From an optimization exercise on the open Yosys and OpenROAD flow, aimed at small area and a short achievable clock period; shortcuts taken in it are not production practice.
RTL that was checked went through simulation tests only; none was proved equivalent to the original.
For runs 1 to 3, only the layout was checked, not whether the RTL still works.
Power and IR drop assume default switching activity.

===== design.v =====
`timescale 1ns/1ps
`default_nettype none
module convenc (
  input  wire clk,
  input  wire rst_n,
  input  wire in_valid,
  input  wire bit_in,
  output reg  out_valid,
  output reg  y0,
  output reg  y1
);
  reg d1, d0;
  always @(posedge clk or negedge rst_n) begin
    if (!rst_n) begin
      d1 <= 1'b0;
      d0 <= 1'b0;
      y0 <= 1'b0;
      y1 <= 1'b0;
      out_valid <= 1'b0;
    end else begin
      out_valid <= in_valid;
      if (in_valid) begin
        y0 <= bit_in ^ d1 ^ d0;
        y1 <= bit_in ^ d0;
        d0 <= d1;
        d1 <= bit_in;
      end
    end
  end
endmodule
`default_nettype wire
`timescale 1ns/1ps
/*verilator lint_off DECLFILENAME*/
module viterbi_decoder_7_5
(
    input              clk,
    input              rst,           
    input              sym_valid,
    input      [1:0]   rx_sym,        
    output             bit_valid,     
    output reg         bit_out,
    output             early          
);
  localparam integer SW = 6;
  function [SW+5:0] acs;   
    input [SW-1:0] s;
    input [1:0] rx;
    begin
      case ({s, rx})
        {6'd0, 2'd0}: acs = {6'd1, 4'b0000, 2'd0};
        {6'd0, 2'd1}: acs = {6'd2, 4'b0100, 2'd0};
        {6'd0, 2'd2}: acs = {6'd2, 4'b1000, 2'd0};
        {6'd0, 2'd3}: acs = {6'd3, 4'b0000, 2'd0};
        {6'd1, 2'd0}: acs = {6'd4, 4'b0000, 2'd0};
        {6'd1, 2'd1}: acs = {6'd5, 4'b0000, 2'd0};
        {6'd1, 2'd2}: acs = {6'd6, 4'b0000, 2'd0};
        {6'd1, 2'd3}: acs = {6'd7, 4'b0000, 2'd0};
        {6'd2, 2'd0}: acs = {6'd8, 4'b0000, 2'd0};
        {6'd2, 2'd1}: acs = {6'd9, 4'b0000, 2'd1};
        {6'd2, 2'd2}: acs = {6'd10, 4'b0000, 2'd1};
        {6'd2, 2'd3}: acs = {6'd11, 4'b0000, 2'd0};
        {6'd3, 2'd0}: acs = {6'd12, 4'b0000, 2'd1};
        {6'd3, 2'd1}: acs = {6'd13, 4'b0000, 2'd1};
        {6'd3, 2'd2}: acs = {6'd14, 4'b0000, 2'd1};
        {6'd3, 2'd3}: acs = {6'd15, 4'b0000, 2'd1};
        {6'd4, 2'd0}: acs = {6'd4, 4'b0000, 2'd0};
        {6'd4, 2'd1}: acs = {6'd5, 4'b0100, 2'd0};
        {6'd4, 2'd2}: acs = {6'd6, 4'b1000, 2'd0};
        {6'd4, 2'd3}: acs = {6'd7, 4'b0000, 2'd0};
        {6'd5, 2'd0}: acs = {6'd8, 4'b0000, 2'd0};
        {6'd5, 2'd1}: acs = {6'd16, 4'b0100, 2'd1};
        {6'd5, 2'd2}: acs = {6'd17, 4'b1000, 2'd1};
        {6'd5, 2'd3}: acs = {6'd11, 4'b0000, 2'd0};
        {6'd6, 2'd0}: acs = {6'd18, 4'b0010, 2'd0};
        {6'd6, 2'd1}: acs = {6'd9, 4'b0000, 2'd1};
        {6'd6, 2'd2}: acs = {6'd10, 4'b0000, 2'd1};
        {6'd6, 2'd3}: acs = {6'd19, 4'b0001, 2'd0};
        {6'd7, 2'd0}: acs = {6'd20, 4'b0010, 2'd1};
        {6'd7, 2'd1}: acs = {6'd13, 4'b0000, 2'd1};
        {6'd7, 2'd2}: acs = {6'd14, 4'b0000, 2'd1};
        {6'd7, 2'd3}: acs = {6'd21, 4'b0001, 2'd1};
        {6'd8, 2'd0}: acs = {6'd22, 4'b1110, 2'd0};
        {6'd8, 2'd1}: acs = {6'd23, 4'b0100, 2'd0};
        {6'd8, 2'd2}: acs = {6'd24, 4'b1000, 2'd0};
        {6'd8, 2'd3}: acs = {6'd25, 4'b1101, 2'd0};
        {6'd9, 2'd0}: acs = {6'd26, 4'b1110, 2'd0};
        {6'd9, 2'd1}: acs = {6'd27, 4'b0100, 2'd3};
        {6'd9, 2'd2}: acs = {6'd28, 4'b1000, 2'd3};
        {6'd9, 2'd3}: acs = {6'd29, 4'b1101, 2'd0};
        {6'd10, 2'd0}: acs = {6'd25, 4'b0010, 2'd2};
        {6'd10, 2'd1}: acs = {6'd24, 4'b0111, 2'd2};
        {6'd10, 2'd2}: acs = {6'd23, 4'b1011, 2'd2};
        {6'd10, 2'd3}: acs = {6'd22, 4'b0001, 2'd2};
        {6'd11, 2'd0}: acs = {6'd29, 4'b0010, 2'd2};
        {6'd11, 2'd1}: acs = {6'd28, 4'b0111, 2'd1};
        {6'd11, 2'd2}: acs = {6'd27, 4'b1011, 2'd1};
        {6'd11, 2'd3}: acs = {6'd26, 4'b0001, 2'd2};
        {6'd12, 2'd0}: acs = {6'd19, 4'b1110, 2'd2};
        {6'd12, 2'd1}: acs = {6'd10, 4'b1111, 2'd3};
        {6'd12, 2'd2}: acs = {6'd9, 4'b1111, 2'd3};
        {6'd12, 2'd3}: acs = {6'd18, 4'b1101, 2'd2};
        {6'd13, 2'd0}: acs = {6'd21, 4'b1110, 2'd3};
        {6'd13, 2'd1}: acs = {6'd14, 4'b1111, 2'd3};
        {6'd13, 2'd2}: acs = {6'd13, 4'b1111, 2'd3};
        {6'd13, 2'd3}: acs = {6'd20, 4'b1101, 2'd3};
        {6'd14, 2'd0}: acs = {6'd7, 4'b1111, 2'd2};
        {6'd14, 2'd1}: acs = {6'd6, 4'b0111, 2'd2};
        {6'd14, 2'd2}: acs = {6'd5, 4'b1011, 2'd2};
        {6'd14, 2'd3}: acs = {6'd4, 4'b1111, 2'd2};
        {6'd15, 2'd0}: acs = {6'd11, 4'b1111, 2'd2};
        {6'd15, 2'd1}: acs = {6'd17, 4'b0111, 2'd3};
        {6'd15, 2'd2}: acs = {6'd16, 4'b1011, 2'd3};
        {6'd15, 2'd3}: acs = {6'd8, 4'b1111, 2'd2};
        {6'd16, 2'd0}: acs = {6'd30, 4'b1110, 2'd0};
        {6'd16, 2'd1}: acs = {6'd27, 4'b0100, 2'd3};
        {6'd16, 2'd2}: acs = {6'd28, 4'b1000, 2'd3};
        {6'd16, 2'd3}: acs = {6'd30, 4'b1101, 2'd2};
        {6'd17, 2'd0}: acs = {6'd25, 4'b0010, 2'd2};
        {6'd17, 2'd1}: acs = {6'd30, 4'b0111, 2'd2};
        {6'd17, 2'd2}: acs = {6'd30, 4'b1011, 2'd2};
        {6'd17, 2'd3}: acs = {6'd22, 4'b0001, 2'd2};
        {6'd18, 2'd0}: acs = {6'd22, 4'b0010, 2'd0};
        {6'd18, 2'd1}: acs = {6'd30, 4'b0100, 2'd0};
        {6'd18, 2'd2}: acs = {6'd30, 4'b1000, 2'd0};
        {6'd18, 2'd3}: acs = {6'd25, 4'b0001, 2'd0};
        {6'd19, 2'd0}: acs = {6'd30, 4'b0010, 2'd0};
        {6'd19, 2'd1}: acs = {6'd28, 4'b0100, 2'd1};
        {6'd19, 2'd2}: acs = {6'd27, 4'b1000, 2'd1};
        {6'd19, 2'd3}: acs = {6'd30, 4'b0001, 2'd2};
        {6'd20, 2'd0}: acs = {6'd19, 4'b1110, 2'd2};
        {6'd20, 2'd1}: acs = {6'd10, 4'b0111, 2'd3};
        {6'd20, 2'd2}: acs = {6'd9, 4'b1011, 2'd3};
        {6'd20, 2'd3}: acs = {6'd18, 4'b1101, 2'd2};
        {6'd21, 2'd0}: acs = {6'd11, 4'b1110, 2'd2};
        {6'd21, 2'd1}: acs = {6'd17, 4'b0111, 2'd3};
        {6'd21, 2'd2}: acs = {6'd16, 4'b1011, 2'd3};
        {6'd21, 2'd3}: acs = {6'd8, 4'b1101, 2'd2};
        {6'd22, 2'd0}: acs = {6'd31, 4'b0000, 2'd0};
        {6'd22, 2'd1}: acs = {6'd24, 4'b0100, 2'd0};
        {6'd22, 2'd2}: acs = {6'd23, 4'b1000, 2'd0};
        {6'd22, 2'd3}: acs = {6'd32, 4'b0000, 2'd0};
        {6'd23, 2'd0}: acs = {6'd33, 4'b0010, 2'd0};
        {6'd23, 2'd1}: acs = {6'd16, 4'b0100, 2'd1};
        {6'd23, 2'd2}: acs = {6'd17, 4'b1000, 2'd1};
        {6'd23, 2'd3}: acs = {6'd33, 4'b0001, 2'd2};
        {6'd24, 2'd0}: acs = {6'd18, 4'b0010, 2'd0};
        {6'd24, 2'd1}: acs = {6'd34, 4'b0100, 2'd3};
        {6'd24, 2'd2}: acs = {6'd34, 4'b1000, 2'd1};
        {6'd24, 2'd3}: acs = {6'd19, 4'b0001, 2'd0};
        {6'd25, 2'd0}: acs = {6'd26, 4'b0010, 2'd0};
        {6'd25, 2'd1}: acs = {6'd35, 4'b0000, 2'd1};
        {6'd25, 2'd2}: acs = {6'd36, 4'b0000, 2'd1};
        {6'd25, 2'd3}: acs = {6'd29, 4'b0001, 2'd0};
        {6'd26, 2'd0}: acs = {6'd33, 4'b1110, 2'd0};
        {6'd26, 2'd1}: acs = {6'd17, 4'b0100, 2'd3};
        {6'd26, 2'd2}: acs = {6'd16, 4'b1000, 2'd3};
        {6'd26, 2'd3}: acs = {6'd33, 4'b1101, 2'd2};
        {6'd27, 2'd0}: acs = {6'd32, 4'b1110, 2'd2};
        {6'd27, 2'd1}: acs = {6'd23, 4'b0111, 2'd2};
        {6'd27, 2'd2}: acs = {6'd24, 4'b1011, 2'd2};
        {6'd27, 2'd3}: acs = {6'd31, 4'b1101, 2'd2};
        {6'd28, 2'd0}: acs = {6'd29, 4'b1110, 2'd2};
        {6'd28, 2'd1}: acs = {6'd36, 4'b0111, 2'd3};
        {6'd28, 2'd2}: acs = {6'd35, 4'b1011, 2'd3};
        {6'd28, 2'd3}: acs = {6'd26, 4'b1101, 2'd2};
        {6'd29, 2'd0}: acs = {6'd19, 4'b0010, 2'd2};
        {6'd29, 2'd1}: acs = {6'd34, 4'b0111, 2'd3};
        {6'd29, 2'd2}: acs = {6'd34, 4'b1011, 2'd1};
        {6'd29, 2'd3}: acs = {6'd18, 4'b0001, 2'd2};
        {6'd30, 2'd0}: acs = {6'd33, 4'b0010, 2'd0};
        {6'd30, 2'd1}: acs = {6'd34, 4'b0100, 2'd3};
        {6'd30, 2'd2}: acs = {6'd34, 4'b1000, 2'd1};
        {6'd30, 2'd3}: acs = {6'd33, 4'b0001, 2'd2};
        {6'd31, 2'd0}: acs = {6'd4, 4'b0000, 2'd0};
        {6'd31, 2'd1}: acs = {6'd33, 4'b0100, 2'd0};
        {6'd31, 2'd2}: acs = {6'd33, 4'b1000, 2'd0};
        {6'd31, 2'd3}: acs = {6'd7, 4'b0000, 2'd0};
        {6'd32, 2'd0}: acs = {6'd34, 4'b0010, 2'd1};
        {6'd32, 2'd1}: acs = {6'd13, 4'b0000, 2'd1};
        {6'd32, 2'd2}: acs = {6'd14, 4'b0000, 2'd1};
        {6'd32, 2'd3}: acs = {6'd34, 4'b0001, 2'd1};
        {6'd33, 2'd0}: acs = {6'd18, 4'b0010, 2'd0};
        {6'd33, 2'd1}: acs = {6'd16, 4'b0100, 2'd1};
        {6'd33, 2'd2}: acs = {6'd17, 4'b1000, 2'd1};
        {6'd33, 2'd3}: acs = {6'd19, 4'b0001, 2'd0};
        {6'd34, 2'd0}: acs = {6'd19, 4'b1110, 2'd2};
        {6'd34, 2'd1}: acs = {6'd17, 4'b0111, 2'd3};
        {6'd34, 2'd2}: acs = {6'd16, 4'b1011, 2'd3};
        {6'd34, 2'd3}: acs = {6'd18, 4'b1101, 2'd2};
        {6'd35, 2'd0}: acs = {6'd34, 4'b1110, 2'd3};
        {6'd35, 2'd1}: acs = {6'd14, 4'b0100, 2'd3};
        {6'd35, 2'd2}: acs = {6'd13, 4'b1000, 2'd3};
        {6'd35, 2'd3}: acs = {6'd34, 4'b1101, 2'd3};
        {6'd36, 2'd0}: acs = {6'd7, 4'b0010, 2'd2};
        {6'd36, 2'd1}: acs = {6'd33, 4'b0111, 2'd2};
        {6'd36, 2'd2}: acs = {6'd33, 4'b1011, 2'd2};
        {6'd36, 2'd3}: acs = {6'd4, 4'b0001, 2'd2};
        default: acs = {SW+6{1'b0}};
      endcase
    end
  endfunction
    reg  [SW-1:0] st;
    reg  [5:0]    cnt;                
    reg  [31:2]   sv0, sv1, sv2, sv3;
    wire [SW+5:0] a     = acs(st, rx_sym);
    wire [SW-1:0] st_nx = a[SW+5:6];
    wire [3:0]    dec   = a[5:2];
    wire [1:0]    sel   = a[1:0];
    assign bit_valid = cnt[5];
    assign early     = ~cnt[5] & ~cnt[4] & (~cnt[3] | (~cnt[2] & ~cnt[1]));
    reg sel_bit;
    always @(*) begin
        case (sel)
            2'd0: sel_bit = sv0[30];
            2'd1: sel_bit = sv1[30];
            2'd2: sel_bit = sv2[30];
            default: sel_bit = sv3[30];
        endcase
    end
    always @(posedge clk) begin
        if (rst)
            st <= {SW{1'b0}};
        else if (sym_valid)
            st <= st_nx;
        if (rst)
            cnt <= 6'd0;
        else if (sym_valid && !cnt[5])
            cnt <= cnt + 6'd1;
        if (sym_valid) begin
            sv0 <= {~(dec[0] ? sv2[30:2] : sv0[30:2]), dec[0]};
            sv1 <= {~(dec[1] ? sv2[30:2] : sv0[30:2]), dec[1]};
            sv2 <= {~(dec[2] ? sv3[30:2] : sv1[30:2]), dec[2]};
            sv3 <= {~(dec[3] ? sv3[30:2] : sv1[30:2]), dec[3]};
            bit_out <= sel_bit;   
        end
    end
endmodule
`timescale 1ns/1ps
`default_nettype none
module ber_tester (
    input  wire       clk,
    input  wire       rst,
    input  wire       ref_in,
    input  wire       advance,
    input  wire       early,        
    input  wire       dec_valid,    
    input  wire       dec_bit,
    output reg        done,
    output reg  [3:0] bits_compared,
    output reg  [3:0] bit_errors
);
    reg [9:0] q;
    always @(posedge clk) begin
        if (advance && (early || dec_valid))
            q <= {ref_in, q[9:1]};
        if (rst) begin
            bits_compared <= 4'd0;
            bit_errors    <= 4'd0;
            done          <= 1'b0;
        end else if (dec_valid && !done) begin
            if (q[0] ^ dec_bit)
                bit_errors <= bit_errors + 4'd1;
            bits_compared <= bits_compared + 4'd1;
            if (bits_compared == 4'd9)
                done <= 1'b1;
        end
    end
endmodule
`default_nettype wire
`timescale 1ns/1ps
`default_nettype none
module top_cv (
    input  wire clk,
    input  wire enc_rst_n,
    input  wire enc_in_valid,
    input  wire enc_bit_in,
    output wire enc_out_valid,
    output wire enc_y0,
    output wire enc_y1,
    input  wire       dec_rst,
    input  wire       dec_sym_valid,
    input  wire [1:0] dec_rx_sym,
    output wire       dec_bit_valid,
    output wire       dec_bit_out,
    output wire        ber_done,
    output wire [31:0] ber_bits,
    output wire [31:0] ber_errs
);
    convenc u_enc (
        .clk       (clk),
        .rst_n     (enc_rst_n),
        .in_valid  (enc_in_valid),
        .bit_in    (enc_bit_in),
        .out_valid (enc_out_valid),
        .y0        (enc_y0),
        .y1        (enc_y1)
    );
    wire early;
    viterbi_decoder_7_5 u_dec (
        .clk       (clk),
        .rst       (dec_rst),
        .sym_valid (dec_sym_valid),
        .rx_sym    (dec_rx_sym),
        .bit_valid (dec_bit_valid),
        .bit_out   (dec_bit_out),
        .early     (early)
    );
    reg  [3:0] pay_cnt;
    wire       pay_full = pay_cnt[3] & pay_cnt[1];
    always @(posedge clk or negedge enc_rst_n) begin
        if (!enc_rst_n)
            pay_cnt <= 4'd0;
        else if (enc_in_valid && !pay_full)
            pay_cnt <= pay_cnt + 4'd1;
    end
    wire [3:0] bits4, errs4;
    ber_tester u_ber (
        .clk           (clk),
        .rst           (dec_rst),
        .ref_in        (enc_in_valid & enc_bit_in & ~pay_full),
        .advance       (dec_sym_valid),
        .early         (early),
        .dec_valid     (dec_bit_valid),
        .dec_bit       (dec_bit_out),
        .done          (ber_done),
        .bits_compared (bits4),
        .bit_errors    (errs4)
    );
    assign ber_bits = {28'd0, bits4};
    assign ber_errs = {28'd0, errs4};
endmodule
`default_nettype wire

===== flow/run.sh =====
#!/bin/bash
# Layout flow: the standard flow (standard.sh, with the standard
# synthesis) with three changes:
#  - after floorplanning, half/full adder cells with an unused output are
#    replaced by the plain gate for the output that is used (fix_adders.tcl);
#  - clock tree synthesis inserts no dummy loads;
#  - ports are buffered with buf_2 cells rather than the default choice.
# Each tool's output goes to the ORFS logs under orfs/logs; make's own
# output goes to standard.log here.
set -euo pipefail
here=$(pwd)
export POST_FLOORPLAN_TCL="$here/flow/fix_adders.tcl"
export CTS_ARGS="-sink_clustering_enable -repair_clock_nets -dont_use_dummy_load"
export BUFFER_PORTS_ARGS="-buffer_cell sky130_fd_sc_hd__buf_2"
bash standard.sh > "$here/standard.log" 2>&1

===== flow/fix_adders.tcl =====
# Half and full adder cells that synthesis left with one output unused are
# replaced by the plain gate for the output that is used (an unused cell
# output is a driver without parasitics, and the plain gate is smaller).
set block [ord::get_db_block]
set db [ord::get_db]

proc net_used {it} {
  set n [$it getNet]
  if {$n == "NULL" || $n == ""} { return 0 }
  return [expr {[llength [$n getITerms]] + [llength [$n getBTerms]] > 1}]
}

set k 0
foreach inst [$block getInsts] {
  set m [[$inst getMaster] getName]
  if {[regexp {^sky130_fd_sc_hd__(ha|fa)_\d+$} $m -> kind] == 0} { continue }
  set sum [$inst findITerm SUM]
  set cout [$inst findITerm COUT]
  set su [net_used $sum]
  set cu [net_used $cout]
  if {$su && $cu} { continue }
  set ins {}
  foreach p [expr {$kind eq "ha" ? {A B} : {A B CIN}}] {
    lappend ins [[$inst findITerm $p] getNet]
  }
  set out ""
  if {$su} {
    set cell [expr {$kind eq "ha" ? "sky130_fd_sc_hd__xor2_1" : "sky130_fd_sc_hd__xor3_1"}]
    set out [$sum getNet]
  } elseif {$cu} {
    set cell [expr {$kind eq "ha" ? "sky130_fd_sc_hd__and2_1" : "sky130_fd_sc_hd__maj3_1"}]
    set out [$cout getNet]
  }
  set name [$inst getName]
  foreach it [$inst getITerms] { $it disconnect }
  odb::dbInst_destroy $inst
  incr k
  if {$out eq ""} { continue }
  set new [odb::dbInst_create $block [$db findMaster $cell] "${name}_g"]
  set pins [expr {$kind eq "ha" ? {A B} : {A B C}}]
  foreach p $pins n $ins { [$new findITerm $p] connect $n }
  [$new findITerm X] connect $out
}
puts "fix_adders: replaced $k adder cells"

===== standard.sh =====
#!/bin/bash
# synth_recipe.tcl (not shown) runs the flow's synth.tcl, then flattens the netlist and writes it again
# the make line also repeats each setting of config.mk as NAME=value (left out here)
make -C /OpenROAD-flow-scripts/flow DESIGN_CONFIG=/design/flow/config.mk WORK_HOME=/design/flow/orfs CLKGATE_MAP_FILE= SYNTH_SCRIPT=/design/flow/synth_recipe.tcl "${@:-finish}"

===== config.mk =====
export PLATFORM = sky130hd
export DESIGN_NAME = top_cv
export DESIGN_NICKNAME = top_cv
export VERILOG_FILES = /design/flow/design.v
export SDC_FILE = /design/flow/constraint.sdc
export NUM_CORES = 4
export LEC_CHECK = 0
export CAP_MARGIN = 20
export CORE_MARGIN = 2
export CORE_UTILIZATION = 40
export SLEW_MARGIN = 20

===== constraint.sdc =====
create_clock -name core_clock -period 12.0 [get_ports {clk}]
set_input_delay 2.4000 -clock core_clock [delete_from_list [all_inputs] [get_ports {clk}]]
set_output_delay 2.4000 -clock core_clock [all_outputs]
set_load 0.01 [all_outputs]

==> results.py, run 1 <==
metrics = {
    "status": {
        "outcome": "no timing/DRC/antenna violations",
    },
    "power": {
        "p_leak_uw": 0.00362,
        "p_comb_share_pct": 21.8,
        "p_per_area_nw_per_um2": 166,
        "switching_share_pct": 27.9,
        "p_clk_share_pct": 28.4,
        "seqPwrFrac_pct": 49.8,
        "p_int_uw": 1080,
        "vdd_ir_drop_max_mv": 0.104,
        "p_sw_uw": 416,
    },
    "global_route": {
        "grtUsageTotal_pct": 16.0,
        "overflow": 0,
        "grt_pass1_vias": 5398,
        "antenna_found_initial": 0,
        "grt_pass1_wl_mm": 28.4,
        "grt_max_degree": 76,
    },
    "synth": {
        "yosysWarnings": 4,
        "synth_edf_count": 127,
        "async_reset_ff_share_pct": 5.73,
        "synth_ff_type": "edfxtp_1",
        "synthCells": 740,
        "netlist_top_cells_area": "edfxtp_1 44%, mux2i_1 14%, buf_4 5.4%",
        "netlist.area_leader.share_pct": 44.2,
        "ys_seq_elements": 157,
        "ys_seq_area_share_pct": 51.6,
        "avgSynthCellArea_um2": 11.7,
        "synth_top_cell_by_area": "edfxtp_1",
        "synth_area_um2": 8630,
        "yosysUniqueCellTypes": 65,
    },
    "clock_network": {
        "clockBufferDepth": 2,
        "htree_num_levels": 4,
        "cts_resized": 0,
        "cts_tree": "built",
        "insertion_delay_ns": 0.42,
        "post_cts_buffers": 0,
        "cts-root-buf": "clkbuf_16",
        "cts_sinks": 157,
        "ctsHoldBuffers": 0,
        "cts_buffers": 17,
        "clk_pin_slew_ns": 0.06,
    },
    "setup_path": {
        "path_class": "in2reg",
        "worstPathCellList": "buf_2, inv_1, ha_1, nor2b_1, a211o_1, a211oi_1, o21a_2, mux2i_1",
        "worst-path-max-fanout": 29,
        "required_ns": 12.11,
        "slowest_stage": "o21a_2",
        "crit_arrival_ns": 5.09,
        "crit_buf_inv": 2,
        "crit_family": "compound AO/OA/AOI/OAI gates",
        "worstSetupEndpointType": "register",
        "max_stage_delay_ns": 0.82,
        "worstSetupStartpointType": "primary input",
    },
    "floorplan": {
        "fp-row-count": 53,
        "start_util_pct": 40.9,
        "dieArea_um2": 22800,
        "die_w_um": 151,
        "coreArea_um2": 21100,
        "pin_count": 78,
        "die_y_um": 151,
    },
    "job": {
        "maxCapViolCount": 0,
    },
    "drt": {
        "firstDrtPassIters": 5,
        "wl_per_cell_um": 17.4,
        "routed_wirelength_mm": 17.6,
        "via_per_inst": 5.49,
        "drc": 0,
        "drtAntennaViolNets": 0,
        "drt-initial-drc-count": 405,
        "via_count": 5546,
    },
    "timing": {
        "skew_ns": 0.0178,
        "worst_pin_slew_ns": 1.08,
        "slew_headroom_pct": 28.1,
        "fin_crit_sh_pct": 41.5,
        "setup_violations": 0,
        "hold_slack_ns": 0.421,
        "min_period_ns": 4.98,
        "tns_ns": 0,
        "finalHoldViolCount": 0,
        "slew_viol_final": 0,
        "rsz0062_at_grt": "no",
        "fmax_ghz": 0.201,
    },
    "place": {
        "place_hpwl_mm": 11.1,
        "gp_congestion": 0.917,
        "dp.cells": 993,
        "port_buffers": 21,
    },
    "layout": {
        "fillerInstances": 1973,
        "nNetsFinal": 766,
        "drive_gt1_share_pct": 8.16,
        "multi_input_area_um2": 3560,
        "fin_cells": 1010,
        "num_antenna_cells": 0,
        "register_area_um2": 4460,
        "areaGrowthSynthToFinish_pct": 4.41,
    },
    "min_path": {
        "hold_path.class": "reg2reg",
    },
}
## layout make-up
type                    count  area share (%)
inverters                  16           0.666
multi-input cells         516            39.5
clock buffers              17            4.72
flip-flops and latches    157            49.5
well taps                 275            3.82
repair buffers             29            1.86
## Yosys cell counts, types with 6 or more instances
| cell | instances |
|---|---|
| xor2_1 | 9 |
| xnor2_1 | 12 |
| a21boi_0 | 7 |
| nor2b_1 | 15 |
| dfrtp_1 | 9 |
| a211oi_1 | 9 |
| edfxtp_1 | 127 |
| a311oi_1 | 6 |
| a31oi_1 | 6 |
| a21oi_1 | 41 |
| nor2_1 | 47 |
| dfxtp_1 | 21 |
| nand2_1 | 33 |
| nand2b_1 | 15 |
| nand3_1 | 8 |
| buf_2 | 21 |
| inv_1 | 14 |
| mux2i_1 | 122 |
| ha_1 | 19 |
| o21ai_0 | 30 |
| buf_4 | 62 |
| clkbuf_1 | 15 |
## per-stage QoR
step	power, uW	area, um2	utilization [%]	setup WS (ns)
after CTS	1510	9010	42.7	7.02
after detailed placement	1080	8590	40.7	6.58
after global routing	1570	9010	42.7	6.79
after floorplan	1010	8840	-	7.32
after global placement	1070	8590	40.7	6.71
final	1490	9010	42.7	7.02
## worst paths after layout
path / slack (ns) / cells past startpoint / endpoint / start
worst max-delay path: 7.02 / 8 / u_dec.sv1[10] / dec_rx_sym[1]
worst min-delay path: 0.42 / 0 / u_ber.q[8] / u_ber.q[9]
worst max register to register: 8.43 / 8 / u_dec.sv1[10] / u_dec.st[0]
worst min register to register: 0.42 / 0 / u_ber.q[8] / u_ber.q[9]
max in group asynchronous: 10.00 / 1 / pay_cnt[3] / enc_rst_n
min in group asynchronous: 1.82 / 1 / u_enc.y1 / enc_rst_n
## layout by cell type (no fill, tap or decap), types with 4 or more instances in the layout
cell type / instances
a22oi_1: 4
a211oi_1: 9
inv_1: 14
edfxtp_1: 127
dfrtp_1: 9
nand3_1: 8
o211ai_1: 5
o31ai_1: 5
conb_1: 56
a311oi_1: 6
nand2b_1: 15
a21oi_1: 41
nor2_1: 47
a31oi_1: 6
o22ai_1: 5
o21ai_0: 30
mux2i_1: 121
xor2_1: 9
nand2_1: 33
mux2_2: 4
nor3_1: 4
ha_1: 7
clkbuf_16: 17
dfxtp_1: 20
and2_1: 14
xnor2_1: 12
nor2b_1: 15
a21boi_0: 7
buf_4: 9
buf_2: 20
## state kept, by name (all words and copies together), names as in the netlist
name,count
pay_cnt,4
u_ber.bit_errors,4
u_ber.bits_compared,4
u_ber.done,1
u_ber.q,10
u_dec.bit_out,1
u_dec.cnt,6
u_dec.st,6
u_dec.sv0,29
u_dec.sv1,29
u_dec.sv2,29
u_dec.sv3,29
u_enc.d0,1
u_enc.d1,1
u_enc.out_valid,1
u_enc.y0,1
u_enc.y1,1
## power by group through the flow
stage          clock, uW  sequential, uW  combinational, uW
2_1_floorplan          0             740                269
3_3_place_gp           0             749                319
6_report             424             743                326
4_1_cts              436             744                328
3_5_place_dp           0             752                327
5_1_grt              455             752                360
## per-layer routing
layer,GRT usage [%],up-vias,share of wire (%)
met1,20.6,2729,43
li1,-,2597,-
met2,25.6,179,49
met5,0,-,0
met3,3.37,41,4.8
met4,8.36,0,3.3
## cells by family (layout without fill, tap and decap cells)
group                    after synthesis  after routing  share of synthesized area (%)
adder cells (fa/ha/maj)               21              9                           3.22
other                                  1             56                         0.0434
buffers and inverters                122             62                           8.74
flip-flops                           157            157                           51.6
AND/OR/NAND/NOR                      140            152                           7.84
AO/OA/AOI/OAI                        151            151                           11.5
multiplexers                         127            127                           14.9
XOR/XNOR                              21             21                           2.13
## worst reg2reg max path, cell delays in order (launching register included)
cell and delay, ns:
dfxtp_1 0.31, buf_4 0.44, clkinv_1 0.60, fa_1 0.56, nand2b_1 0.11, a21oi_1 0.08
o31ai_1 0.11, o21a_2 0.85, mux2i_1 0.20
==> inputs of run 2 (changes only) <==
--- a/flow/run.sh
+++ b/flow/run.sh
@@ -14,2 +14,3 @@
 export BUFFER_PORTS_ARGS="-buffer_cell sky130_fd_sc_hd__buf_2"
+export SETUP_SLACK_MARGIN=8.5
 bash standard.sh > "$here/standard.log" 2>&1
==> results.py, run 2 <==
metrics = {
    "status": {
        "outcome": "no timing/DRC/antenna violations",
    },
    "clock_network": {
        "cts_tree": "built",
        "htree_num_levels": 4,
        "clk_pin_slew_ns": 0.07,
        "cts_sinks": 157,
        "clockBufferDepth": 2,
        "cts_buffers": 17,
        "cts-root-buf": "clkbuf_16",
        "insertion_delay_ns": 0.42,
    },
    "drt": {
        "via_count": 5873,
        "routed_wirelength_mm": 19.8,
        "firstDrtPassIters": 6,
        "wl_per_cell_um": 18.7,
        "via_per_inst": 5.56,
        "drc": 0,
        "drt-initial-drc-count": 613,
        "drtAntennaViolNets": 0,
    },
    "power": {
        "p_sw_uw": 459,
        "p_clk_share_pct": 26.8,
        "seqPwrFrac_pct": 46.6,
        "switching_share_pct": 28.6,
        "p_int_uw": 1150,
        "vdd_ir_drop_max_mv": 0.107,
        "p_comb_share_pct": 26.7,
        "p_leak_uw": 0.00401,
        "p_total_uw": 1600,
        "p_per_area_nw_per_um2": 162,
    },
    "timing": {
        "worst_pin_slew_ns": 1.04,
        "fin_crit_sh_pct": 33.8,
        "tns_ns": 0,
        "skew_ns": 0.0259,
        "setup_ws_ns": 7.94,
        "fmax_ghz": 0.247,
        "slew_viol_final": 0,
        "rsz0062_at_grt": "yes",
        "min_period_ns": 4.06,
        "slew_headroom_pct": 30.6,
        "setup_violations": 0,
        "finalHoldViolCount": 0,
    },
    "layout": {
        "layout_commonest_cell": "edfxtp_1",
        "drive_gt1_share_pct": 18.8,
        "num_antenna_cells": 0,
        "nNetsFinal": 813,
        "fin_area_um2": 9900,
        "fillerInstances": 1848,
        "final_cell_mix": "127 x edfxtp_1, 121 x mux2i_1, 56 x conb_1",
        "areaGrowthSynthToFinish_pct": 14.6,
        "postLayoutCoreUtil_pct": 46.9,
    },
    "setup_path": {
        "critical_path.most_common_cell": "buf_4",
        "r2r_slack_ns": 8.54,
        "worstSetupStartpointType": "primary input",
        "crit_family": "buffers and inverters",
        "r2r_end": "u_dec.sv0[30]",
        "required_ns": 12.15,
        "max_stage_delay_ns": 0.21,
        "worstSetupEndpointType": "register",
        "worstPathCellList": "buf_12, inv_12, fa_2, nand2b_1, buf_4, buf_4, buf_4, buf_4, a21oi_2, o31ai_4, o21a_4, buf_4, mux2i_1",
        "path_class": "in2reg",
        "slowest_stage": "fa_2",
        "timing.rr.start": "u_dec.st[0]",
        "crit_buf_inv": 7,
        "reg2regPathDepth": 11,
        "worst-path-max-fanout": 14,
        "crit_arrival_ns": 4.21,
    },
    "synth": {
        "synth_edf_count": 127,
        "yosysWarnings": 4,
        "netlist_top_cells_area": "edfxtp_1 44%, mux2i_1 14%, buf_4 5.4%",
        "yosysUniqueCellTypes": 65,
        "async_reset_ff_share_pct": 5.73,
        "netlist.area_leader.share_pct": 44.2,
        "ys_seq_area_share_pct": 51.6,
        "synth_ff_type": "edfxtp_1",
        "synthCells": 740,
        "yosysMostFrequentCell": "edfxtp_1",
        "yosys-top-cells-count": "127 x edfxtp_1, 122 x mux2i_1, 62 x buf_4, 47 x nor2_1, 41 x a21oi_1",
        "synth_top_cell_by_area": "edfxtp_1",
        "synth_area_um2": 8630,
        "avgSynthCellArea_um2": 11.7,
        "ys_seq_elements": 157,
    },
    "global_route": {
        "grt_pass1_wl_mm": 30.0,
        "grtUsageTotal_pct": 17.2,
        "met1_usage_pct": 24.1,
        "busiest_layer": "met2",
        "grt_use_met2_pct": 26.8,
        "grt_pass1_vias": 5588,
        "grt_util_met3_pct": 3.80,
        "overflow": 0,
        "antenna_found_initial": 0,
        "grt_max_degree": 77,
    },
    "floorplan": {
        "pin_count": 78,
        "coreArea_um2": 21100,
        "fp-row-count": 53,
        "start_util_pct": 40.9,
        "dieArea_um2": 22800,
        "die_w_um": 151,
        "die_y_um": 151,
    },
    "min_path": {
        "min_path_cells": 0,
        "whs_endpoint": "u_ber.q[8]",
        "hold_path.class": "reg2reg",
        "hp-start": "u_ber.q[9]",
    },
    "place": {
        "place_hpwl_mm": 10.7,
        "gp_congestion": 0.903,
        "port_buffers": 21,
        "dpl_cell_area_um2": 8630,
        "pre_cts_ws_ns": 6.64,
    },
    "job": {
        "maxCapViolCount": 0,
    },
}
[run 2: how the worst max path moves through the flow]
stage / startpoint / end / slack (ns) / cells past startpoint
4_1_cts: dec_rx_sym[1] / u_dec.sv0[24] / 8.00 / 11
2_1_floorplan: dec_rx_sym[1] / u_dec.sv0[21] / 7.74 / 10
6_report: dec_rx_sym[0] / u_dec.sv1[28] / 7.94 / 13
3_5_place_dp: dec_rx_sym[1] / u_dec.sv1[13] / 6.64 / 8
3_3_place_gp: dec_rx_sym[0] / u_dec.sv1[6] / 6.74 / 8
5_1_grt: dec_rx_sym[1] / u_dec.sv0[9] / 7.87 / 11
[run 2: layout make-up]
class / count / area [um2] / area share, %
sequential: 157 / 4460 / 45.1
multi-input combinational: 518 / 3790 / 38.3
timing repair buffer: 74 / 796 / 8.04
clock buffer: 17 / 425 / 4.30
tap: 275 / 344 / 3.48
inverter: 16 / 76.3 / 0.771
[run 2: power groups by stage]
stage / Clock, uW / Combinational, uW / Sequential [uW]
floorplan: 0 / 279 / 740
global placement: 0 / 317 / 751
detailed placement: 0 / 325 / 755
CTS: 442 / 398 / 746
global route: 461 / 459 / 758
finish: 429 / 428 / 747
[run 2: cells by family after synthesis]
| kind of cell | after synthesis | share of synthesized area [%] |
|---|---|---|
| flops | 157 | 51.6 |
| compound gates | 151 | 11.5 |
| simple gates | 140 | 7.84 |
| mux | 127 | 14.9 |
| buf+inv | 122 | 8.74 |
| fa+ha+maj | 21 | 3.22 |
| xor+xnor | 21 | 2.13 |
| other cells | 1 | 0.0434 |
[run 2: worst register-to-register path, cell delays in order (launching register included)]
cell,delay (ns)
dfxtp_1,0.31
buf_4,0.45
clkinv_1,0.62
fa_2,0.57
nand2b_1,0.11
a21oi_1,0.07
a211o_1,0.27
a21oi_2,0.13
o211ai_1,0.16
buf_4,0.21
clkbuf_16,0.17
mux2i_1,0.13
[run 2: routing by layer]
metal,vias up,part of all wire (%)
li1,2704,-
met1,2934,45
met2,201,48
met3,34,5.2
met4,0,1.9
met5,-,0
[run 2: timing repair]
action,in CTS,in global routing
pin swaps,15,23
hold buffers,0,0
endpoints found under the setup margin,194,125
cloned,5,3
setup buffers,30,10
gates resized for setup,55,34
[run 2: stage by stage]
stage,hold WS (ns),std cells
after floorplan,0.400,795
after global placement,0.406,992
after detailed placement,0.405,992
after CTS,0.414,1044
after global routing,0.431,1057
final,0.413,1057
==> inputs of run 3 (changes only) <==
--- a/flow/run.sh
+++ b/flow/run.sh
@@ -12,5 +12,4 @@
 export POST_FLOORPLAN_TCL="$here/flow/fix_adders.tcl"
-export CTS_ARGS="-sink_clustering_enable -repair_clock_nets -dont_use_dummy_load"
+export CTS_ARGS="-sink_clustering_enable -repair_clock_nets -dont_use_dummy_load -buf_list {sky130_fd_sc_hd__clkbuf_4 sky130_fd_sc_hd__clkbuf_8} -root_buf sky130_fd_sc_hd__clkbuf_8"
 export BUFFER_PORTS_ARGS="-buffer_cell sky130_fd_sc_hd__buf_2"
-export SETUP_SLACK_MARGIN=8.5
 bash standard.sh > "$here/standard.log" 2>&1
==> results.py, run 3 <==
metrics = {
    "status": {
        "outcome": "no timing/DRC/antenna violations",
    },
    "place": {
        "port_buffers": 21,
        "place_hpwl_mm": 11.1,
        "gp_congestion": 0.917,
    },
    "synth": {
        "async_reset_ff_share_pct": 5.73,
        "netlist_top_cells_area": "edfxtp_1 44%, mux2i_1 14%, buf_4 5.4%",
        "netlist.area_leader.share_pct": 44.2,
        "synth_top_cell_by_area": "edfxtp_1",
        "avgSynthCellArea_um2": 11.7,
        "synth_ff_type": "edfxtp_1",
        "yosys-top-cells-count": "127 x edfxtp_1, 122 x mux2i_1, 62 x buf_4, 47 x nor2_1, 41 x a21oi_1",
        "synth_area_um2": 8630,
        "yosysUniqueCellTypes": 65,
        "ys_seq_elements": 157,
        "yosysWarnings": 4,
        "ys_seq_area_share_pct": 51.6,
        "synthCells": 740,
        "yosysMostFrequentCell": "edfxtp_1",
        "synth_edf_count": 127,
    },
    "drt": {
        "drt-initial-drc-count": 378,
        "firstDrtPassIters": 5,
        "drc": 0,
        "wl_per_cell_um": 17.3,
        "via_count": 5522,
        "routed_wirelength_mm": 17.5,
        "drtAntennaViolNets": 0,
        "via_per_inst": 5.47,
    },
    "clock_network": {
        "insertion_delay_ns": 0.44,
        "cts_sinks": 157,
        "post_cts_buffers": 0,
        "cts_tree": "built",
        "clk_pin_slew_ns": 0.08,
        "cts_buffers": 17,
        "htree_num_levels": 4,
        "cts_resized": 0,
        "cts-root-buf": "clkbuf_8",
        "ctsHoldBuffers": 0,
        "clockBufferDepth": 2,
    },
    "setup_path": {
        "worstSetupStartpointType": "primary input",
        "crit_arrival_ns": 5.12,
        "reg2regPathDepth": 8,
        "crit_family": "compound AO/OA/AOI/OAI gates",
        "crit_buf_inv": 2,
        "setup.worst_path.start": "dec_rx_sym[1]",
        "worstSetupEndpointType": "register",
        "max_stage_delay_ns": 0.82,
        "r2r_slack_ns": 8.42,
        "path_class": "in2reg",
        "timing.rr.start": "u_dec.st[0]",
        "path_depth": 8,
        "slowest_stage": "o21a_2",
        "worst-path-max-fanout": 29,
        "r2r_end": "u_dec.sv1[10]",
        "worstPathCellList": "buf_2, inv_1, ha_1, nor2b_1, a211o_1, a211oi_1, o21a_2, mux2i_1",
        "endpoint": "u_dec.sv1[10]",
        "required_ns": 12.13,
    },
    "layout": {
        "postLayoutCoreUtil_pct": 41.8,
        "layout_commonest_cell": "edfxtp_1",
        "register_area_um2": 4460,
        "drive_gt1_share_pct": 8.16,
        "fillerInstances": 1996,
        "nNetsFinal": 766,
        "final_cell_mix": "127 x edfxtp_1, 121 x mux2i_1, 56 x conb_1",
        "num_antenna_cells": 0,
        "areaGrowthSynthToFinish_pct": 2.19,
        "multi_input_area_um2": 3560,
    },
    "timing": {
        "hold_slack_ns": 0.426,
        "slew_headroom_pct": 26.9,
        "fmax_ghz": 0.200,
        "slew_viol_final": 0,
        "worst_pin_slew_ns": 1.10,
        "fin_crit_sh_pct": 41.6,
        "rsz0062_at_grt": "no",
        "skew_ns": 0.0256,
        "setup_violations": 0,
        "tns_ns": 0,
        "min_period_ns": 4.99,
        "finalHoldViolCount": 0,
    },
    "floorplan": {
        "die_w_um": 151,
        "fp-row-count": 53,
        "coreArea_um2": 21100,
        "dieArea_um2": 22800,
        "pin_count": 78,
        "die_y_um": 151,
        "start_util_pct": 40.9,
    },
    "global_route": {
        "grt_max_degree": 76,
        "antenna_found_initial": 0,
        "grt_pass1_vias": 5375,
        "grtUsageTotal_pct": 15.9,
        "grt_pass1_wl_mm": 28.2,
        "overflow": 0,
    },
    "job": {
        "maxCapViolCount": 0,
    },
    "power": {
        "vdd_ir_drop_max_mv": 0.0947,
        "p_per_area_nw_per_um2": 154,
        "p_leak_uw": 0.00354,
    },
    "min_path": {
        "hold_path.class": "reg2reg",
    },
}
run 3: cell type report:
class | instances | share of cell area (%)
inverters | 16 | 0.681
multi-input cells | 516 | 40.3
well taps | 275 | 3.90
flip-flops and latches | 157 | 50.6
clock buffers | 17 | 2.65
repair buffers | 29 | 1.90
run 3: worst min-delay path by stage:
stage,from,endpoint,slack [ns],cells past startpoint
after floorplan,u_ber.q[1],u_ber.q[0],0.40,0
after global placement,u_ber.q[1],u_ber.q[0],0.41,0
after detailed placement,u_ber.q[5],u_ber.q[4],0.41,0
after CTS,u_ber.q[9],u_ber.q[8],0.43,0
after global routing,u_ber.q[1],u_ber.q[0],0.44,0
final,u_ber.q[9],u_ber.q[8],0.43,0
run 3: cells by family (layout without fill, tap and decap cells):
logic type | after synthesis | count (layout) | share of synthesized area, %
and+or+nand+nor | 140 | 152 | 7.84
AOI/OAI and AO/OA | 151 | 151 | 11.5
buffers and inverters | 122 | 62 | 8.74
other | 1 | 56 | 0.0434
muxes | 127 | 127 | 14.9
xor gates and xnor gates | 21 | 21 | 2.13
adders and majority gates | 21 | 9 | 3.22
DFF | 157 | 157 | 51.6
run 3: report_power, final:
part | switching (uW) | internal (uW) | leakage [uW] | total, uW
logic | 193 | 133 | 0.00190 | 325
clock network | 162 | 125 | 0.000122 | 288
registers | 43.5 | 698 | 0.00152 | 742
run 3: metal layers:
metal / wire (um) / global-route usage, %
met2: 8550 / 25.5
met3: 732 / 3.19
met1: 7580 / 20.5
met5: 0 / 0
met4: 626 / 8.22
run 3: stage by stage:
stage	setup slack (ns)	total power, uW	cells	cell area, um2
global placement	6.71	1070	993	8590
CTS	7.04	1370	1010	8820
detailed placement	6.58	1080	993	8590
floorplan	7.32	1010	795	8840
finish	7.01	1350	1010	8820
global route	6.82	1430	1010	8820
==> inputs of run 4 (changes only) <==
==> design.v (replaced) <==
`timescale 1ns/1ps
`default_nettype none
module convenc (
  input  wire clk,
  input  wire rst_n,
  input  wire in_valid,
  input  wire bit_in,
  output reg  out_valid,
  output reg  y0,
  output reg  y1
);
  reg d1, d0;
  always @(posedge clk or negedge rst_n) begin
    if (!rst_n) begin
      d1 <= 1'b0;
      d0 <= 1'b0;
      y0 <= 1'b0;
      y1 <= 1'b0;
      out_valid <= 1'b0;
    end else begin
      out_valid <= in_valid;
      if (in_valid) begin
        y0 <= bit_in ^ d1 ^ d0;
        y1 <= bit_in ^ d0;
        d0 <= d1;
        d1 <= bit_in;
      end
    end
  end
endmodule
`default_nettype wire
`timescale 1ns/1ps
/*verilator lint_off DECLFILENAME*/
module viterbi_decoder_7_5
(
    input              clk,
    input              rst,           
    input              sym_valid,
    input      [1:0]   rx_sym,        
    output             bit_valid,     
    output reg         bit_out,
    output             early          
);
    reg  signed [2:0] x, y, z;
    reg         [5:0] cnt;            
    reg        [31:2] sv0, sv1, sv2, sv3;
    wire first = (cnt == 6'd0);
    wire signed [3:0] xe = x, ye = y, ze = z;
    function signed [3:0] fu; input signed [3:0] v; fu = (v < -4'sd2) ? v + 4'sd1 : -4'sd1; endfunction
    function signed [3:0] fv; input signed [3:0] v; fv = (v <  4'sd2) ? v - 4'sd1 :  4'sd1; endfunction
    function signed [3:0] fm; input signed [3:0] v; fm = (v <  4'sd0) ? v         :  4'sd0; endfunction
    wire xa = xe < -4'sd2, xb = xe < 4'sd0, xc = xe < 4'sd2;
    wire ya = ye < -4'sd2, yb = ye < 4'sd0, yc = ye < 4'sd2;
    wire signed [3:0] ux = fu(xe), vx = fv(xe), mx = fm(xe);
    wire signed [3:0] uy = fu(ye), vy = fv(ye), my = fm(ye);
    wire [3:0]        dec_c [0:3];
    wire signed [3:0] xn_c  [0:3];
    wire signed [3:0] yn_c  [0:3];
    wire signed [3:0] zn_c  [0:3];
    wire              bit_c [0:3];
    genvar r;
    generate
        for (r = 0; r < 4; r = r + 1) begin : g_sym
            wire signed [3:0] p0 = (r == 0) ? ux : (r == 3) ? vx : mx;    
            wire signed [3:0] p1 = (r == 0) ? vx : (r == 3) ? ux : mx;    
            wire signed [3:0] q0 = (r == 1) ? vy : (r == 2) ? uy : my;    
            wire signed [3:0] q1 = (r == 1) ? uy : (r == 2) ? vy : my;    
            wire d0 = (r == 0) ? xa : (r == 3) ? xc : xb;
            wire d1 = (r == 0) ? xc : (r == 3) ? xa : xb;
            wire d2 = (r == 1) ? yc : (r == 2) ? ya : yb;
            wire d3 = (r == 1) ? ya : (r == 2) ? yc : yb;
            wire [3:0] d = {d3, d2, d1, d0};
            wire signed [3:0] n2 = ze + q0;
            wire signed [3:0] n3 = ze + q1;
            assign dec_c[r] = d;
            assign xn_c[r]  = n2 - p0;
            assign yn_c[r]  = n3 - p1;
            assign zn_c[r]  = p1 - p0;
            wire w01 = p1 < p0;
            wire w23 = n3 < n2;
            wire signed [3:0] m01 = w01 ? p1 : p0;
            wire signed [3:0] m23 = w23 ? n3 : n2;
            wire hi = m23 < m01;
            wire [1:0] best = hi ? {1'b1, w23} : {1'b0, w01};
            wire [1:0] sel = {d[best], best[1]};
            assign bit_c[r] = (sel == 2'd0) ? sv0[30] : (sel == 2'd1) ? sv1[30] :
                              (sel == 2'd2) ? sv2[30] : sv3[30];
        end
    endgenerate
    wire [3:0]        dec  = dec_c[rx_sym];
    wire signed [3:0] x_nx = xn_c[rx_sym];
    wire signed [3:0] y_nx = yn_c[rx_sym];
    wire signed [3:0] z_nx = zn_c[rx_sym];
    assign bit_valid = cnt[5];
    assign early     = ~cnt[5] & ~cnt[4] & (~cnt[3] | (~cnt[2] & ~cnt[1]));
    always @(posedge clk) begin
        if (rst) begin
            x <= 3'sd3;
            y <= 3'sd0;
        end else if (sym_valid) begin
            x <= first ? 3'sd3 : x_nx[2:0];
            y <= first ? 3'sd3 : y_nx[2:0];
        end
        if (sym_valid)
            z <= z_nx[2:0];
        if (rst)
            cnt <= 6'd0;
        else if (sym_valid && !cnt[5])
            cnt <= cnt + 6'd1;
        if (sym_valid) begin
            sv0 <= {~(dec[0] ? sv2[30:2] : sv0[30:2]), dec[0]};
            sv1 <= {~(dec[1] ? sv2[30:2] : sv0[30:2]), dec[1]};
            sv2 <= {~(dec[2] ? sv3[30:2] : sv1[30:2]), dec[2]};
            sv3 <= {~(dec[3] ? sv3[30:2] : sv1[30:2]), dec[3]};
            bit_out <= bit_c[rx_sym];    
        end
    end
endmodule
`timescale 1ns/1ps
`default_nettype none
module ber_tester (
    input  wire       clk,
    input  wire       rst,
    input  wire       ref_in,
    input  wire       advance,
    input  wire       early,        
    input  wire       dec_valid,    
    input  wire       dec_bit,
    output reg        done,
    output reg  [3:0] bits_compared,
    output reg  [3:0] bit_errors
);
    reg [9:0] q;
    always @(posedge clk) begin
        if (advance && (early || dec_valid))
            q <= {ref_in, q[9:1]};
        if (rst) begin
            bits_compared <= 4'd0;
            bit_errors    <= 4'd0;
            done          <= 1'b0;
        end else if (dec_valid && !done) begin
            if (q[0] ^ dec_bit)
                bit_errors <= bit_errors + 4'd1;
            bits_compared <= bits_compared + 4'd1;
            if (bits_compared == 4'd9)
                done <= 1'b1;
        end
    end
endmodule
`default_nettype wire
`timescale 1ns/1ps
`default_nettype none
module top_cv (
    input  wire clk,
    input  wire enc_rst_n,
    input  wire enc_in_valid,
    input  wire enc_bit_in,
    output wire enc_out_valid,
    output wire enc_y0,
    output wire enc_y1,
    input  wire       dec_rst,
    input  wire       dec_sym_valid,
    input  wire [1:0] dec_rx_sym,
    output wire       dec_bit_valid,
    output wire       dec_bit_out,
    output wire        ber_done,
    output wire [31:0] ber_bits,
    output wire [31:0] ber_errs
);
    convenc u_enc (
        .clk       (clk),
        .rst_n     (enc_rst_n),
        .in_valid  (enc_in_valid),
        .bit_in    (enc_bit_in),
        .out_valid (enc_out_valid),
        .y0        (enc_y0),
        .y1        (enc_y1)
    );
    wire early;
    viterbi_decoder_7_5 u_dec (
        .clk       (clk),
        .rst       (dec_rst),
        .sym_valid (dec_sym_valid),
        .rx_sym    (dec_rx_sym),
        .bit_valid (dec_bit_valid),
        .bit_out   (dec_bit_out),
        .early     (early)
    );
    reg  [3:0] pay_cnt;
    wire       pay_full = pay_cnt[3] & pay_cnt[1];
    always @(posedge clk or negedge enc_rst_n) begin
        if (!enc_rst_n)
            pay_cnt <= 4'd0;
        else if (enc_in_valid && !pay_full)
            pay_cnt <= pay_cnt + 4'd1;
    end
    wire [3:0] bits4, errs4;
    ber_tester u_ber (
        .clk           (clk),
        .rst           (dec_rst),
        .ref_in        (enc_in_valid & enc_bit_in & ~pay_full),
        .advance       (dec_sym_valid),
        .early         (early),
        .dec_valid     (dec_bit_valid),
        .dec_bit       (dec_bit_out),
        .done          (ber_done),
        .bits_compared (bits4),
        .bit_errors    (errs4)
    );
    assign ber_bits = {28'd0, bits4};
    assign ber_errs = {28'd0, errs4};
endmodule
`default_nettype wire
--- a/flow/run.sh
+++ b/flow/run.sh
@@ -12,3 +12,3 @@
 export POST_FLOORPLAN_TCL="$here/flow/fix_adders.tcl"
-export CTS_ARGS="-sink_clustering_enable -repair_clock_nets -dont_use_dummy_load -buf_list {sky130_fd_sc_hd__clkbuf_4 sky130_fd_sc_hd__clkbuf_8} -root_buf sky130_fd_sc_hd__clkbuf_8"
+export CTS_ARGS="-sink_clustering_enable -repair_clock_nets -dont_use_dummy_load"
 export BUFFER_PORTS_ARGS="-buffer_cell sky130_fd_sc_hd__buf_2"
==> results.py, run 4 <==
metrics = {
    "status": {
        "outcome": "no timing/DRC/antenna violations",
    },
    "timing": {
        "slew_viol_final": 0,
        "rsz0062_at_grt": "no",
        "setup_violations": 0,
        "fmax_ghz": 0.181,
        "worst_pin_slew_ns": 0.885,
        "min_period_ns": 5.53,
        "tns_ns": 0,
        "finalHoldViolCount": 0,
        "slew_headroom_pct": 41.0,
        "hold_slack_ns": 0.417,
        "fin_crit_sh_pct": 46.1,
        "skew_ns": 0.0199,
    },
    "synth": {
        "yosys.area_share.simple_pct": 5.60,
        "ys_seq_elements": 160,
        "netlist_top_cells_area": "edfxtp_1 45%, mux2i_1 14%, ha_1 6.6%",
        "yosysUniqueCellTypes": 62,
        "yosysWarnings": 4,
        "synthMuxAreaShare_pct": 16.7,
        "ys_seq_area_share_pct": 52.0,
        "avgSynthCellArea_um2": 12.7,
        "synth_area_um2": 8760,
        "synth_top_cell_by_area": "edfxtp_1",
        "synth_top_family_by_area": "multiplexers",
        "synthCells": 690,
        "synth-xor-area-share_pct": 3.20,
        "synth_compound_area_share_pct": 5.93,
        "async_reset_ff_share_pct": 5.63,
        "synth_edf_count": 130,
        "synth_ff_type": "edfxtp_1",
        "yosys-top-cells-count": "130 x edfxtp_1, 126 x mux2i_1, 56 x buf_4, 46 x ha_1, 41 x nor2_1",
        "netlist.area_leader.share_pct": 44.6,
        "yosysMostFrequentCell": "edfxtp_1",
        "synthAdderAreaFrac_pct": 8.65,
    },
    "clock_network": {
        "post_cts_buffers": 0,
        "cts_resized": 0,
        "insertion_delay_ns": 0.42,
        "cts_tree": "built",
        "cts_buffers": 17,
        "clk_pin_slew_ns": 0.06,
        "ctsHoldBuffers": 0,
        "htree_num_levels": 4,
        "cts-root-buf": "clkbuf_16",
        "cts_sinks": 160,
        "clockBufferDepth": 2,
    },
    "setup_path": {
        "timing.rr.start": "u_dec.y[1]",
        "required_ns": 12.15,
        "worstSetupEndpointType": "register",
        "path_class": "reg2reg",
        "crit_arrival_ns": 5.68,
        "worst-path-max-fanout": 11,
        "worstSetupStartpointType": "register",
        "setup.worst_path.start": "u_dec.y[1]",
    },
    "layout": {
        "nNetsFinal": 773,
        "num_antenna_cells": 0,
        "areaGrowthSynthToFinish_pct": 6.79,
        "drive_gt1_share_pct": 9.73,
        "layout_commonest_cell": "edfxtp_1",
        "fillerInstances": 2004,
        "final_cell_mix": "130 x edfxtp_1, 126 x mux2i_1, 57 x conb_1",
    },
    "global_route": {
        "grt_pass1_vias": 5198,
        "grt_max_degree": 70,
        "overflow": 0,
        "grtUsageTotal_pct": 14.4,
        "grt_pass1_wl_mm": 26.6,
        "antenna_found_initial": 0,
    },
    "power": {
        "vdd_ir_drop_max_mv": 0.0989,
        "p_leak_uw": 0.00346,
        "p_per_area_nw_per_um2": 172,
    },
    "drt": {
        "drc": 0,
        "wl_per_cell_um": 16.3,
        "via_count": 5083,
        "routed_wirelength_mm": 16.1,
        "wl_met2_mm": 7.81,
        "route.met3.wl_um": 530,
        "drt-initial-drc-count": 247,
        "via_per_inst": 5.14,
        "wl_met1_mm": 7.49,
        "drtAntennaViolNets": 0,
        "firstDrtPassIters": 5,
        "highest_layer": "met4",
    },
    "floorplan": {
        "dieArea_um2": 23100,
        "die_w_um": 152,
        "coreArea_um2": 21600,
        "pin_count": 78,
        "die_y_um": 152,
        "fp-row-count": 54,
        "start_util_pct": 40.5,
    },
    "job": {
        "maxCapViolCount": 0,
    },
    "place": {
        "gp_congestion": 0.871,
        "port_buffers": 21,
        "place_hpwl_mm": 11.0,
    },
    "min_path": {
        "hp-start": "u_ber.q[6]",
        "hold_path.class": "reg2reg",
    },
}
## run 4: changes by cell type after synthesis, sizes merged, moves of 10 or more
cell    before  now
inv         14   39
a21oi       41   21
nand2b      15    5
buf         91   74
ha          19   46
nand2       33   23
## run 4: area by class of cell
type / instances / area (um2) / area share, %
well taps: 280 / 350 / 3.75
clock buffers: 17 / 425 / 4.55
repair buffers: 27 / 153 / 1.63
inverters: 41 / 154 / 1.65
flip-flops and latches: 160 / 4550 / 48.7
multi-input cells: 464 / 3720 / 39.8
## run 4: cells by family after synthesis
family / count (synthesis)
fa+ha+maj: 56
compound gates: 78
flops: 160
buf+inv: 121
mux: 138
simple gates: 103
xor+xnor: 32
other cells: 2
## run 4: metal layers
metal,up-vias,GRT usage [%]
met1,2547,18.8
li1,2418,-
met3,23,3.14
met2,95,23.7
met4,0,5.07
met5,-,0
## run 4: worst max-delay path, cell delays in order, from the launching register on
cell	delay, ns
dfxtp_1	0.58
clkinv_1	0.34
ha_1	0.39
or3_1	0.14
inv_1	0.07
fa_1	0.43
xor2_1	0.30
inv_1	0.10
ha_1	0.34
nor2b_1	0.17
o21a_4	0.13
o21ai_4	0.29
mux2i_1	0.12
ha_1	0.33
nand2_1	0.06
a31oi_1	0.27
a21oi_1	0.09
o211a_1	0.13
o2111a_1	0.23
or4b_1	0.52
o22a_1	0.22
## run 4: worst paths after layout
| kind | endpoint | slack [ns] | depth (start not counted) |
|---|---|---|---|
| hold reg to reg | u_ber.q[5] | 0.42 | 0 |
| hold / removal | u_ber.q[5] | 0.42 | 0 |
| max in group asynchronous | pay_cnt[0] | 10.02 | 1 |
| setup reg to reg | u_dec.bit_out | 6.47 | 20 |
| setup / recovery | u_dec.bit_out | 6.47 | 20 |
| min in group asynchronous | u_enc.y0 | 1.81 | 1 |
## run 4: where the power goes
part / internal, uW / leakage, uW / total, uW / switching [uW]
Sequential: 674 / 0.00155 / 711 / 37.4
Clock: 245 / 0.000209 / 431 / 185
Combinational: 203 / 0.00171 / 468 / 265
Total: 1120 / 0.00346 / 1610 / 488
## run 4: through the flow
| step | worst slack [ns] | instance area (um2) | utilization, % | instances | total power (uW) |
|---|---|---|---|---|---|
| after CTS | 6.51 | 9350 | 43.2 | 989 | 1620 |
| after floorplan | 7.27 | 8960 | - | 745 | 1080 |
| after detailed placement | 6.54 | 8920 | 41.3 | 972 | 1190 |
| after global placement | 6.76 | 8920 | 41.3 | 972 | 1160 |
| after global routing | 6.06 | 9350 | 43.2 | 989 | 1710 |
| final | 6.47 | 9350 | 43.2 | 989 | 1610 |

==> port drivers added, routing unchanged <==
No port has a modelled driver above. Below, the same layouts with a new extraction and two added sets of constraints. Step 1, drivers: a clkbuf_16 drives clk and a buf_2 each remaining input, both assumed. Step 2 also shifts input and output timing later by t, the mid clock arrival at the registers, as if the neighbouring blocks saw the same clock. Three values: ideal, step 1, step 2; two values: the first two.
run | shift t [ns] | setup slack, ns | worst hold slack (ns) | worst data-port slew with drivers (ns)
run 1 | 0.451 | 7.023 / 7.042 / 6.591 | 0.421 / 0.421 / 0.421 | 0.03
run 2 | 0.446 | 7.944 / 7.931 / 7.485 | 0.413 / 0.413 / 0.413 | 0.06
run 3 | 0.465 | 7.009 / 7.023 / 6.558 | 0.426 / 0.426 / 0.426 | 0.03
run 4 | 0.455 | 6.471 / 6.471 / 6.471 | 0.417 / 0.417 / 0.417 | 0.03
After both steps every run listed still meets setup and hold. The setup slack of run 2, which loses most, moves by -0.013 ns with the drivers and by -0.459 ns with both steps.
